This is an optimization exercise on Yosys and OpenROAD, whose aim is small area, not a production implementation.
Only simulation tests tie the RTL to the original design; equivalence was not proved.
The clock port is modelled as an ideal driver, which makes a skipped or thinned clock tree look cheaper than it is; a real chip needs a root buffer or a tree.
Power and IR drop assume default switching activity.

==> module FinalProject, before the edit <==
module FinalProject(input [3:0] in, input [1:0] pushButton, input clk, input rst, input onOff,
                    output [0:6] Hex0, Hex1, Hex2, Hex3, Hex4, Hex5, output readyLed);
  localparam [3:0] BL = 4'd15;   
  reg p;
  always @(posedge clk) p <= ~rst & ~p;
  wire [3:0] m1, h1, h2; wire [2:0] m2;
  m_tod u_tod(clk, rst, p, m1, m2, h1, h2);
  wire b0 = ~pushButton[0], b1 = ~pushButton[1];
  reg s1;                         
  reg [3:0] hv0, hv1, hv2, hv3;   
  reg [11:0] X;                   
  reg [2:0] ith; reg [3:0] itt, itu;    
  reg [2:0] cth; reg [3:0] ctt, ctu;    
  reg NA; reg [3:0] NB; reg [2:0] NC; reg [3:0] ND;   
  reg rdy;
  assign readyLed = rdy;
  wire [3:0] H0, H1, H2; wire [2:0] H3; wire [11:0] Xe;
  wire S2 = ~(X[11] & X[10]);
  wire S0 = ~S2 & ~s1, S1 = ~S2 & s1;
  m_entry u_entry(X, hv0, hv1, hv2, hv3, onOff, b0, b1, in, H0, H1, H2, H3, Xe);
  wire [2:0] ithn; wire [3:0] ittn, Dn; wire [11:0] Rn, Lk;
  m_norm u_norm(H0, H1, H2, H3, ithn, ittn, Dn, Rn, Lk);
  wire [11:0] sum; wire co;
  m_add u_add(S2 ? X : Rn, S2 ? {NA, NB, NC, ND} : Lk, sum, co);
  wire tA = sum[11]; wire [3:0] tB = sum[10:7]; wire [2:0] tC = sum[6:4]; wire [3:0] tD = sum[3:0];
  wire nb = co;
  wire nz0 = ~|ND, nz1 = nz0 & ~|NC, nz2 = nz1 & ~|NB;
  wire [3:0] NDd, NBd; wire [2:0] NCd;
  assign NDd[0] = (~ND[0]);
  assign NDd[1] = (~ND[0] & ND[3]) | (ND[0] & ND[1]) | (~ND[0] & ~ND[1] & ND[2]);
  assign NDd[2] = (~ND[0] & ND[3]) | (ND[0] & ND[2]) | (ND[1] & ND[2]);
  assign NDd[3] = (~ND[0] & ~ND[1] & ~ND[2] & ~ND[3]) | (ND[0] & ND[3]);
  assign NCd[0] = (~NC[0]);
  assign NCd[1] = (NC[0] & NC[1]) | (~NC[0] & NC[2]);
  assign NCd[2] = (~NC[0] & ~NC[1] & ~NC[2]) | (NC[0] & NC[2]);
  assign NBd[0] = (~NB[0]);
  assign NBd[1] = (~NB[0] & NB[3]) | (NB[0] & NB[1]) | (~NB[0] & ~NB[1] & NB[2]);
  assign NBd[2] = (~NB[0] & NB[3]) | (NB[0] & NB[2]) | (NB[1] & NB[2]);
  assign NBd[3] = (~NB[0] & ~NB[1] & ~NB[2] & ~NB[3]) | (NB[0] & NB[3]);
  wire tc = ND[3] & ND[2];
  wire eq = {cth, ctt, ctu} == {ith, itt, itu};
  wire cnt = eq & nb;
  wire tcn = tc | (eq & ~nb);
  wire tdisp = cnt & ~tc;
  wire [2:0] qh; wire [3:0] qt, qu; wire reach, le67, lt2;
  m_temp u_temp(cth, ith, ctt, ctu, itt, itu, tcn, qh, qt, qu, reach, le67, lt2);
  always @(posedge clk)
    if (rst) begin
      s1 <= 0; hv0 <= BL; hv1 <= BL; hv2 <= BL; hv3 <= BL;
      X <= {2'b11, 2'b00, 1'b1, 3'd0, 4'd0};
      NA <= 1; NB <= 9; NC <= 5; ND <= 9; cth <= 0; ctt <= 6; ctu <= 5;
    end else if (p) begin
      if (!onOff) begin
        hv0 <= m1; hv1 <= {1'b0, m2}; hv2 <= h1; hv3 <= h2 | {4{h2[3] & (h2[2] | (h2[1] & h2[0]))}}; s1 <= 0; X <= Xe;
      end else if (S0) begin
          hv0 <= H0; hv1 <= H1; hv2 <= H2; hv3 <= BL; X <= Xe;
          if (b1) begin ith <= ithn; itt <= ittn; itu <= Dn; s1 <= 1; end
      end else if (S1) begin
          hv0 <= H0; hv1 <= H1; hv2 <= H2; hv3 <= {1'b0, H3};
          if (b1) X <= sum;
          else X <= Xe;
      end else begin
          if (tdisp) begin hv0 <= tD; hv1 <= {1'b0, tC}; hv2 <= tB; hv3 <= {3'b0, tA}; end
          else begin hv0 <= ctu; hv1 <= ctt; hv2 <= {1'b0, cth}; hv3 <= BL; end
      end
      if (S2) begin
        if (tcn) ND <= 4'd12;
        else if (cnt) ND <= NDd;
        if (cnt) begin
          if (nz0) NC <= NCd;
          if (nz1) NB <= NBd;
          if (nz2) NA <= ~NA;
        end
        if (~tcn) begin
          if (~eq) begin
            if (reach) begin cth <= ith; ctt <= itt; ctu <= itu; end
            else begin cth <= qh; ctt <= qt; ctu <= qu; end
          end
        end else begin
          if (le67 & ~lt2) begin cth <= 0; ctt <= 6; ctu <= 5; end
          else if (~le67) begin cth <= qh; ctt <= qt; ctu <= qu; end
        end
      end
    end
  always @(posedge clk)
    if (rst) rdy <= 0;
    else if (!p && S2) begin
      if (tcn & ~le67) rdy <= 0;
      else if (eq) rdy <= 1;
    end
  segDC Seg0(hv0, Hex0);
  segDC Seg1(hv1, Hex1);
  segDC Seg2(hv2, Hex2);
  segDC Seg3(hv3, Hex3);
  assign Hex4 = 7'b1111111;
  assign Hex5 = 7'b1111111;
endmodule
clock: 100.0 ns
lec_check: 0
cap_margin: 0
core_margin: 2
core_utilization: 40
gpl_timing_driven: 0
slew_margin: 0
standard.sh (not shown) runs the stock make flow with config.mk's settings and CLKGATE_MAP_FILE= SYNTH_SCRIPT=/design/flow/synth_recipe.tcl, a recipe that flattens the netlist after the stock synthesis.
==> flow/flow/run.sh <==
#!/bin/bash
# Own layout flow: the standard ORFS flow, with
#  - synthesis re-run with area-oriented ABC scripts (the smallest result is kept) and without
#    Yosys's full-adder extraction: the same passes before ABC, so the same registers; their
#    instance names are then set to the standard synthesis's, paired by the net on their Q pin,
#  - constant outputs driven by tie cells of their own instead of buffers of one tie cell,
#  - port buffers of the smallest buffer cell, and a clock tree without dummy loads.
# Every tool's output goes to a log file in this folder.
set -uo pipefail
here=$PWD
P=$FLOW_PLATFORM
R=$here/orfs/results/$P/FinalProject/base
# 1. standard synthesis (reference for the register names; also the fallback netlist)
bash standard.sh synth > std_synth.log 2>&1 || { echo "standard synthesis failed"; exit 1; }
cp $R/1_2_yosys.v std_1_2_yosys.v
# 2. own synthesis, one run per ABC script
mkdir -p own
sed -e '/# Technology mapping of adders/,/# Technology mapping of latches/{/# Technology mapping of latches/!d}' \
    -e 's#log_cmd abc {\*}\$abc_args#log_cmd abc -script $::env(OWN_ABC_SCRIPT) {*}$lib_args {*}$lib_dont_use_args#' \
    $FLOW_HOME/scripts/synth.tcl > own/synth_core.tcl
sed "s#source \$::env(SCRIPTS_DIR)/synth.tcl#source $here/own/synth_core.tcl#" synth_recipe.tcl > own/synth.tcl
best=""; best_area=""
if grep -q "OWN_ABC_SCRIPT" own/synth_core.tcl && ! grep -q "extract_fa" own/synth_core.tcl && grep -q "own/synth_core.tcl" own/synth.tcl; then
  i=0
  for s in flow/abc_*.script; do
    n=$(basename $s .script)
    OWN_ABC_SCRIPT=$here/$s make -C $FLOW_HOME DESIGN_CONFIG=$FLOW_CONFIG WORK_HOME=$here/own/$n CLKGATE_MAP_FILE= \
      SYNTH_SCRIPT=$here/own/synth.tcl $here/own/$n/results/$P/FinalProject/base/1_2_yosys.v > own_synth_$n.log 2>&1 &
    i=$((i + 1)); [ $((i % ${NUM_CORES:-8})) -eq 0 ] && wait
  done
  wait
  for s in flow/abc_*.script; do
    n=$(basename $s .script)
    v=own/$n/results/$P/FinalProject/base/1_2_yosys.v
    a=$(grep -o "Chip area for module .*: [0-9.]*" own/$n/reports/$P/FinalProject/base/synth_stat.txt 2>/dev/null | awk '{print $NF}')
    [ -f "$v" ] && [ -n "$a" ] || continue
    python3 flow/fixnames.py std_1_2_yosys.v $v own_$n.v > fixnames_$n.log 2>&1 || continue
    echo "$n $a" >> own_areas.log
    if [ -z "$best" ] || awk "BEGIN{exit !($a < $best_area)}"; then best=$n; best_area=$a; fi
  done
fi
if [ -n "$best" ]; then
  python3 flow/tiefix.py own_$best.v own_1_2_yosys.v > tiefix.log 2>&1 || cp own_$best.v own_1_2_yosys.v
  cp own_1_2_yosys.v $R/1_2_yosys.v; rm -f $R/1_synth.odb $R/1_synth.sdc
  echo "using own synthesis $best ($best_area)" >> own_areas.log
else
  echo "own synthesis not used" >> own_areas.log
fi
# 3. the rest of the standard flow
export BUFFER_PORTS_ARGS="-buffer_cell sky130_fd_sc_hd__buf_1"
export CTS_ARGS="-sink_clustering_enable -repair_clock_nets -dont_use_dummy_load -buf_list sky130_fd_sc_hd__clkbuf_8"
[ -f flow/cts_args.txt ] && export CTS_ARGS="$(cat flow/cts_args.txt)"
# clock tree by hand (flow/clocktree.tcl): the fewest leaf buffers whose estimated clock-pin
# slew stays well under the limit; without one, the standard clock tree synthesis runs
if [ -f flow/clocktree.tcl ]; then
  bash standard.sh place > std_place.log 2>&1 || { echo "placement failed"; tail -20 std_place.log; exit 1; }
  for KC in 5:8 10:4 6:8 12:4 7:8 8:8 10:8 12:8; do
    K=${KC%:*}
    ( cd $R && PLATFORM_DIR=$FLOW_HOME/platforms/$P CT_NBUF=$K CT_CELL=sky130_fd_sc_hd__clkbuf_${KC#*:} \
      CT_ROOT=sky130_fd_sc_hd__clkbuf_8 CT_IN=3_place.odb CT_SDC=3_place.sdc CT_OUT=$here/ct_${K}_${KC#*:}.odb \
      openroad -no_init -exit $here/flow/clocktree.tcl ) > clocktree_${K}_${KC#*:}.log 2>&1 || continue
    sl=$(grep "max clock pin slew" clocktree_${K}_${KC#*:}.log | awk '{print $NF}')
    if [ -n "$sl" ] && [ -f ct_${K}_${KC#*:}.odb ] && awk "BEGIN{exit !($sl <= 0.110)}"; then
      cp ct_${K}_${KC#*:}.odb $R/4_1_cts.odb; cp $R/3_place.sdc $R/4_cts.sdc
      echo "clock tree by hand: $K leaf buffers clkbuf_${KC#*:}, estimated slew $sl" >> clocktree.log
      break
    fi
  done
fi
bash standard.sh finish > std_finish.log 2>&1 || { echo "flow failed"; tail -20 std_finish.log; exit 1; }
ls -l out/ > out.log
Other scripts of this flow, unchanged in this note and not shown: flow/flow/abc_J1.script, flow/flow/abc_ds00.script, flow/flow/abc_ds01.script, flow/flow/abc_ds02.script, flow/flow/abc_ds03.script, flow/flow/abc_ds04.script, flow/flow/abc_ds05.script, flow/flow/abc_ds06.script, flow/flow/abc_ds07.script, flow/flow/abc_ds08.script, flow/flow/abc_ds09.script, flow/flow/abc_ds10.script, flow/flow/abc_ds11.script, flow/flow/abc_ds12.script, flow/flow/abc_ds13.script, flow/flow/abc_ds14.script, flow/flow/abc_ds15.script, flow/flow/abc_ds16.script, flow/flow/abc_ds17.script, flow/flow/abc_ds18.script, flow/flow/abc_ds19.script, flow/flow/abc_ds20.script, flow/flow/abc_ds21.script, flow/flow/abc_ds22.script, flow/flow/abc_ds23.script, flow/flow/clocktree.tcl, flow/flow/fixnames.py, flow/flow/tiefix.py
Then changed:
--- a/flow/design.v
+++ b/flow/design.v
@@ -58,7 +58,7 @@
       NA <= 1; NB <= 9; NC <= 5; ND <= 9; cth <= 0; ctt <= 6; ctu <= 5;
     end else if (p) begin
       if (!onOff) begin
-        hv0 <= m1; hv1 <= {1'b0, m2}; hv2 <= h1; hv3 <= h2 | {4{h2[3] & (h2[2] | (h2[1] & h2[0]))}}; s1 <= 0; X <= Xe;
+        hv0 <= m1; hv1 <= {1'b0, m2}; hv2 <= h1; hv3 <= h2; s1 <= 0; X <= Xe;
       end else if (S0) begin
           hv0 <= H0; hv1 <= H1; hv2 <= H2; hv3 <= BL; X <= Xe;
           if (b1) begin ith <= ithn; itt <= ittn; itu <= Dn; s1 <= 1; end
@@ -98,7 +98,7 @@
   segDC Seg0(hv0, Hex0);
   segDC Seg1(hv1, Hex1);
   segDC Seg2(hv2, Hex2);
-  segDC Seg3(hv3, Hex3);
+  sevenSeg Seg3(hv3, Hex3);
   assign Hex4 = 7'b1111111;
   assign Hex5 = 7'b1111111;
 endmodule
The new run passed the timing, design-rule and antenna checks.
Routed wire length increases by 1.7%.
Total power decreases by 5.3%.
Fmax increases by 2.6%.
Die area increases by 0.56%.
Core utilization barely changes.
Register-to-register slack improves by 1300 ps.
Final cell count decreases by 0.31%.
In every run of this note, the design's own scripts or RTL, not TritonCTS, make the clock network.

==> separate check: timing with driven ports <==
Ports are ideal in the flow. The routed layouts listed here were re-timed in OpenROAD. Step 1: set_driving_cell puts a clkbuf_16 on clk and a buf_2 on each other input, an assumption about the parent block. Step 2 adds t to the input delays and takes it off the output delays; t is the mean of the earliest and latest rising clock arrival at the registers after step 1. Input paths then give back, and output paths get back, about the clock's delay inside the block. a / b / c = ideal / step 1 / step 2; a / b = the first two.
run | shift t [ns] | setup slack, ns | pins driven straight from the clock port
the first run | 0.400 | 75.973 / 75.988 / 75.588 | 1
the second run | 0.405 | 76.576 / 76.576 / 76.171 | 1
After both steps every run listed still meets setup and hold. For the second run, which loses most, drivers alone change the setup slack by 0.000 ns; drivers and shift together by -0.405 ns.
